From an optimization exercise on the open Yosys and OpenROAD flow, aimed at small area and a short achievable clock period; shortcuts taken in it are not production practice. No activity file was given, so power comes from the tool's default toggle rates.

==> run a <==
Design fir_low_pass_filter, start of the top module:
module fir_low_pass_filter(Data_out, Data_in, clk, rst);
  output [15:0] Data_out;
  input [7:0] Data_in;
  input clk, rst;
  reg [7:0] x1;
  reg [7:0] x2;
  reg [7:0] x3;
  reg [7:0] x4;
  reg [7:0] x5;
  reg [7:0] x6;
  reg [7:0] x7;
  reg [7:0] x8;
  reg [7:0] x9;
  reg [7:0] x10;
  reg [7:0] x11;
  reg [7:0] x12;
  reg [7:0] x13;
  reg [7:0] x14;
  reg [7:0] x15;
  reg [7:0] x16;
  reg [7:0] x17;
  reg [7:0] x18;
  reg [7:0] x19;
  reg [7:0] x20;
  reg [7:0] x21;
  reg [7:0] x22;
  reg [7:0] x23;
  reg [7:0] x24;
  reg [7:0] x25;
  reg [13:0] P3a;
  reg [13:0] P3b;
  reg [15:0] P2a;
  reg [15:0] P2b;
  reg [15:0] Pa;
  reg [15:0] Pb;
  reg [15:0] Q;
  reg [9:0] V;
  reg [8:0] Y;
  reg [0:0] C9;
  reg [6:0] YH0;
  reg [6:0] YH1;
  wire hs1, hc1;
  fir_ha u_ha1 (.a(x21[2]), .b(x22[1]), .s(hs1), .co(hc1));
  wire fs2, fc2;
  fir_fa u_fa2 (.a(x21[3]), .b(x22[2]), .c(x24[3]), .s(fs2), .co(fc2));
  wire fs3, fc3;
  fir_fa u_fa3 (.a(x21[4]), .b(x22[3]), .c(x24[4]), .s(fs3), .co(fc3));
  wire fs4, fc4;
  fir_fa u_fa4 (.a(x24[5]), .b(x6[3]), .c(x6[5]), .s(fs4), .co(fc4));
  wire hs5, hc5;
  fir_ha u_ha5 (.a(x8[0]), .b(x9[0]), .s(hs5), .co(hc5));
  wire fs6, fc6;
  fir_fa u_fa6 (.a(x21[5]), .b(x22[4]), .c(x24[5]), .s(fs6), .co(fc6));
  wire fs7, fc7;
  fir_fa u_fa7 (.a(x24[6]), .b(x6[4]), .c(x6[6]), .s(fs7), .co(fc7));
  wire fs8, fc8;
  fir_fa u_fa8 (.a(x8[1]), .b(x9[1]), .c(x9[3]), .s(fs8), .co(fc8));
  wire hs9, hc9;
  fir_ha u_ha9 (.a(~x13[1]), .b(~x23[4]), .s(hs9), .co(hc9));
  wire fs10, fc10;
  fir_fa u_fa10 (.a(x21[6]), .b(x22[5]), .c(x24[6]), .s(fs10), .co(fc10));
  wire fs11, fc11;
  fir_fa u_fa11 (.a(x24[7]), .b(x6[5]), .c(x6[7]), .s(fs11), .co(fc11));
  wire fs12, fc12;
  fir_fa u_fa12 (.a(x8[2]), .b(x9[2]), .c(x9[4]), .s(fs12), .co(fc12));
  wire fs13, fc13;
  fir_fa u_fa13 (.a(x13[2]), .b(x23[5]), .c(x25[6]), .s(fs13), .co(fc13));
  wire fs14, fc14;
  fir_fa u_fa14 (.a(x21[7]), .b(x22[6]), .c(x24[7]), .s(fs14), .co(fc14));
  wire fs15, fc15;
  fir_fa u_fa15 (.a(x6[6]), .b(x8[3]), .c(x9[3]), .s(fs15), .co(fc15));
  wire fs16, fc16;
  fir_fa u_fa16 (.a(x13[3]), .b(x23[6]), .c(x25[7]), .s(fs16), .co(fc16));
  wire fs17, fc17;
  fir_fa u_fa17 (.a(x22[7]), .b(x6[7]), .c(x8[4]), .s(fs17), .co(fc17));
  wire fs18, fc18;
  ...
==> flow/config.mk <==
export PLATFORM = sky130hd
export DESIGN_NAME = fir_low_pass_filter
export DESIGN_NICKNAME = fir_low_pass_filter
export VERILOG_FILES = /design/flow/design.v
export SDC_FILE = /design/flow/constraint.sdc
export NUM_CORES = 4
export LEC_CHECK = 0
export CAP_MARGIN = 20
export CORE_MARGIN = 2
export CORE_UTILIZATION = 40
export CTS_BUF_LIST = sky130_fd_sc_hd__clkbuf_4 sky130_fd_sc_hd__clkbuf_8
export SLEW_MARGIN = 20
export SYNTH_HIERARCHICAL = 1
==> flow/constraint.sdc <==
create_clock -name core_clock -period 11.0 [get_ports {clk}]
set_input_delay 2.2000 -clock core_clock [delete_from_list [all_inputs] [get_ports {clk}]]
set_output_delay 2.2000 -clock core_clock [all_outputs]
set_load 0.01 [all_outputs]
standard.sh (not shown) runs the stock make flow with config.mk's settings and CLKGATE_MAP_FILE= SYNTH_SCRIPT=/design/flow/synth_recipe.tcl, a recipe that flattens the netlist after the stock synthesis.
==> flow/flow/run.sh <==
#!/bin/bash
set -euo pipefail
export BUFFER_PORTS_ARGS="-buffer_cell sky130_fd_sc_hd__buf_4"
bash standard.sh finish > layout.log 2>&1
==> inputs of run b, as changes to run a <==
--- a/flow/design.v
+++ b/flow/design.v
@@ -32,19 +32,18 @@
   reg [13:0] P3b;
   reg [15:0] P2a;
   reg [15:0] P2b;
   reg [15:0] Pa;
   reg [15:0] Pb;
   reg [15:0] Q;
   reg [9:0] V;
   reg [8:0] Y;
-  reg [0:0] C9;
-  reg [6:0] YH0;
-  reg [6:0] YH1;
+  reg [6:0] YH;
+  reg [6:0] T;
   wire hs1, hc1;
   fir_ha u_ha1 (.a(x21[2]), .b(x22[1]), .s(hs1), .co(hc1));
   wire fs2, fc2;
   fir_fa u_fa2 (.a(x21[3]), .b(x22[2]), .c(x24[3]), .s(fs2), .co(fc2));
   wire fs3, fc3;
   fir_fa u_fa3 (.a(x21[4]), .b(x22[3]), .c(x24[4]), .s(fs3), .co(fc3));
   wire fs4, fc4;
   fir_fa u_fa4 (.a(x24[5]), .b(x6[3]), .c(x6[5]), .s(fs4), .co(fc4));
@@ -559,18 +558,18 @@
   wire [15:0] Q_sum;
   fir_add16 u_Q_add (.a({hc257, hc256, hc255, hc254, hs254, ~fc252, ~fc251, ~fc250, ~fc249, ~fc248, ~fc247, fc246, hc245, hs237, ~Pa[1], ~Pa[0]}), .b({hs258, hs257, hs256, hs255, ~fc253, ~fs253, ~fs252, ~fs251, ~fs250, ~fs249, ~fs248, ~fs247, fs246, hs245, Pb[1], ~Pb[0]}), .s(Q_sum));
   wire [9:0] V_n;
   fir_mul3 u_v (.d(Data_in), .v(V_n));
   wire [15:0] R;
   fir_add16 u_r_add (.a(Q), .b({6'd0, V}), .s(R));
   wire [9:0] L_n;
   fir_addlo u_lo_add (.r(R[8:0]), .d(Data_in), .y(L_n));
-  wire [6:0] H1_n;
-  fir_inc7 u_inc (.a(R[15:9]), .y(H1_n));
+  wire [6:0] K;
+  fir_ones7 u_ones (.a(R[15:9]), .k(K));
   wire rst_n;
   fir_inv u_rst_n (.a(rst), .y(rst_n));
   reg rq, rqn;
   always @(posedge clk) begin
     rq <= rst;
     rqn <= ~rst;
   end
   always @(posedge clk) begin
@@ -589,31 +588,30 @@
       Y[1] <= 1'h0;
       Y[2] <= 1'h0;
       Y[3] <= 1'h0;
       Y[4] <= 1'h0;
       Y[5] <= 1'h0;
       Y[6] <= 1'h0;
       Y[7] <= 1'h0;
       Y[8] <= 1'h0;
-      C9[0] <= 1'h0;
-      YH0[0] <= 1'h0;
-      YH0[1] <= 1'h0;
-      YH0[2] <= 1'h0;
-      YH0[3] <= 1'h0;
-      YH0[4] <= 1'h0;
-      YH0[5] <= 1'h0;
-      YH0[6] <= 1'h0;
-      YH1[0] <= 1'h0;
-      YH1[1] <= 1'h0;
-      YH1[2] <= 1'h0;
-      YH1[3] <= 1'h0;
-      YH1[4] <= 1'h0;
-      YH1[5] <= 1'h0;
-      YH1[6] <= 1'h0;
+      YH[0] <= 1'h0;
+      YH[1] <= 1'h0;
+      YH[2] <= 1'h0;
+      YH[3] <= 1'h0;
+      YH[4] <= 1'h0;
+      YH[5] <= 1'h0;
+      YH[6] <= 1'h0;
+      T[0] <= 1'h0;
+      T[1] <= 1'h0;
+      T[2] <= 1'h0;
+      T[3] <= 1'h0;
+      T[4] <= 1'h0;
+      T[5] <= 1'h0;
+      T[6] <= 1'h0;
     end else begin
       V[0] <= V_n[0];
       V[1] <= V_n[1];
       V[2] <= V_n[2];
       V[3] <= V_n[3];
       V[4] <= V_n[4];
       V[5] <= V_n[5];
       V[6] <= V_n[6];
@@ -624,31 +622,30 @@
       Y[1] <= L_n[1];
       Y[2] <= L_n[2];
       Y[3] <= L_n[3];
       Y[4] <= L_n[4];
       Y[5] <= L_n[5];
       Y[6] <= L_n[6];
       Y[7] <= L_n[7];
       Y[8] <= L_n[8];
-      C9[0] <= L_n[9];
-      YH0[0] <= R[9];
-      YH0[1] <= R[10];
-      YH0[2] <= R[11];
-      YH0[3] <= R[12];
-      YH0[4] <= R[13];
-      YH0[5] <= R[14];
-      YH0[6] <= R[15];
-      YH1[0] <= H1_n[0];
-      YH1[1] <= H1_n[1];
-      YH1[2] <= H1_n[2];
-      YH1[3] <= H1_n[3];
-      YH1[4] <= H1_n[4];
-      YH1[5] <= H1_n[5];
-      YH1[6] <= H1_n[6];
+      YH[0] <= R[9];
+      YH[1] <= R[10];
+      YH[2] <= R[11];
+      YH[3] <= R[12];
+      YH[4] <= R[13];
+      YH[5] <= R[14];
+      YH[6] <= R[15];
+      T[0] <= (L_n[9] & K[0]);
+      T[1] <= (L_n[9] & K[1]);
+      T[2] <= (L_n[9] & K[2]);
+      T[3] <= (L_n[9] & K[3]);
+      T[4] <= (L_n[9] & K[4]);
+      T[5] <= (L_n[9] & K[5]);
+      T[6] <= (L_n[9] & K[6]);
     end
   end
   always @(posedge clk) begin
     if (!rst_n) begin
       x1 <= 8'hff;
     end else begin
       x1 <= ~Data_in;
     end
@@ -927,17 +924,17 @@
       Pb[10] <= ~fc230;
       Pb[11] <= ~fc231;
       Pb[12] <= ~fc232;
       Pb[13] <= ~fc233;
       Pb[14] <= ~hs235;
       Pb[15] <= ~hs236;
     end
   end
-  assign Data_out = {C9 ? YH1 : YH0, Y};
+  assign Data_out = {YH ^ T, Y};
 endmodule
 module fir_fa(a, b, c, s, co);
   input a, b, c;
   output s, co;
   assign s = a ^ b ^ c;
   assign co = (a & b) | (a & c) | (b & c);
 endmodule
 module fir_ha(a, b, s, co);
@@ -962,13 +959,18 @@
   assign v = {2'd0, d} + {1'd0, d, 1'b0};
 endmodule
 module fir_addlo(r, d, y);
   input [8:0] r;
   input [7:0] d;
   output [9:0] y;
   assign y = {1'b0, r} + {1'b0, d, 1'b0};
 endmodule
+module fir_ones7(a, k);
+  input [6:0] a;
+  output [6:0] k;
+  assign k = {&a[5:0], &a[4:0], &a[3:0], &a[2:0], &a[1:0], a[0], 1'b1};
+endmodule
 module fir_inc7(a, y);
   input [6:0] a;
   output [6:0] y;
   assign y = a + 7'd1;
 endmodule
- CTS_BUF_LIST: sky130_fd_sc_hd__clkbuf_4 sky130_fd_sc_hd__clkbuf_8 -> sky130_fd_sc_hd__clkbuf_8 sky130_fd_sc_hd__clkbuf_16
- CTS_CLUSTER_DIAMETER: not set -> 80
- CTS_CLUSTER_SIZE: not set -> 32
==> comparison <==
- Synthesized cell count: run b is lower than run a (0.29%).
- In combinational power, run b and run a hardly differ.
- Between run b and run a, the lower cell count is in run b (gap about 3.2%, measured against run a).
- Global-route usage: run a is higher than run b (0.54 points).
- In die area, run b and run a hardly differ.
- Against run b, the power of run a is larger by 10%.
- In run a the via count is higher than in run b, by 1.9%.
No run of this note included a check of the RTL's function; only the layout flow was run.

==> what the ideal ports hide <==
Ports are ideal in the flow. The routed layouts listed here were re-timed in OpenROAD. Step 1 sets driving cells, clkbuf_16 on the clock port and buf_2 on the other inputs (assumed; they add their load-dependent delay and slew). Step 2, shift: input delay + t, output delay - t, t = (earliest + latest rising clock arrival at the registers) / 2. This alone moves slack from input paths to output paths. Slacks: no drivers / after step 1 / after step 2; pairs: no drivers / after step 1.
| run | shift t [ns] | slack for setup (ns) | hold WS [ns] | pins driven straight from the clock port |
|---|---|---|---|---|
| run a | 0.663 | 7.132 / 7.083 / 7.157 | 0.358 / 0.358 / 0.358 | 1 |
| run b | 0.591 | 7.548 / 7.529 / 6.990 | 0.351 / 0.351 / 0.351 | 1 |
After both steps setup and hold are still met in every run listed. For run b, which loses most, drivers alone change the setup slack by -0.019 ns; drivers and shift together by -0.558 ns.
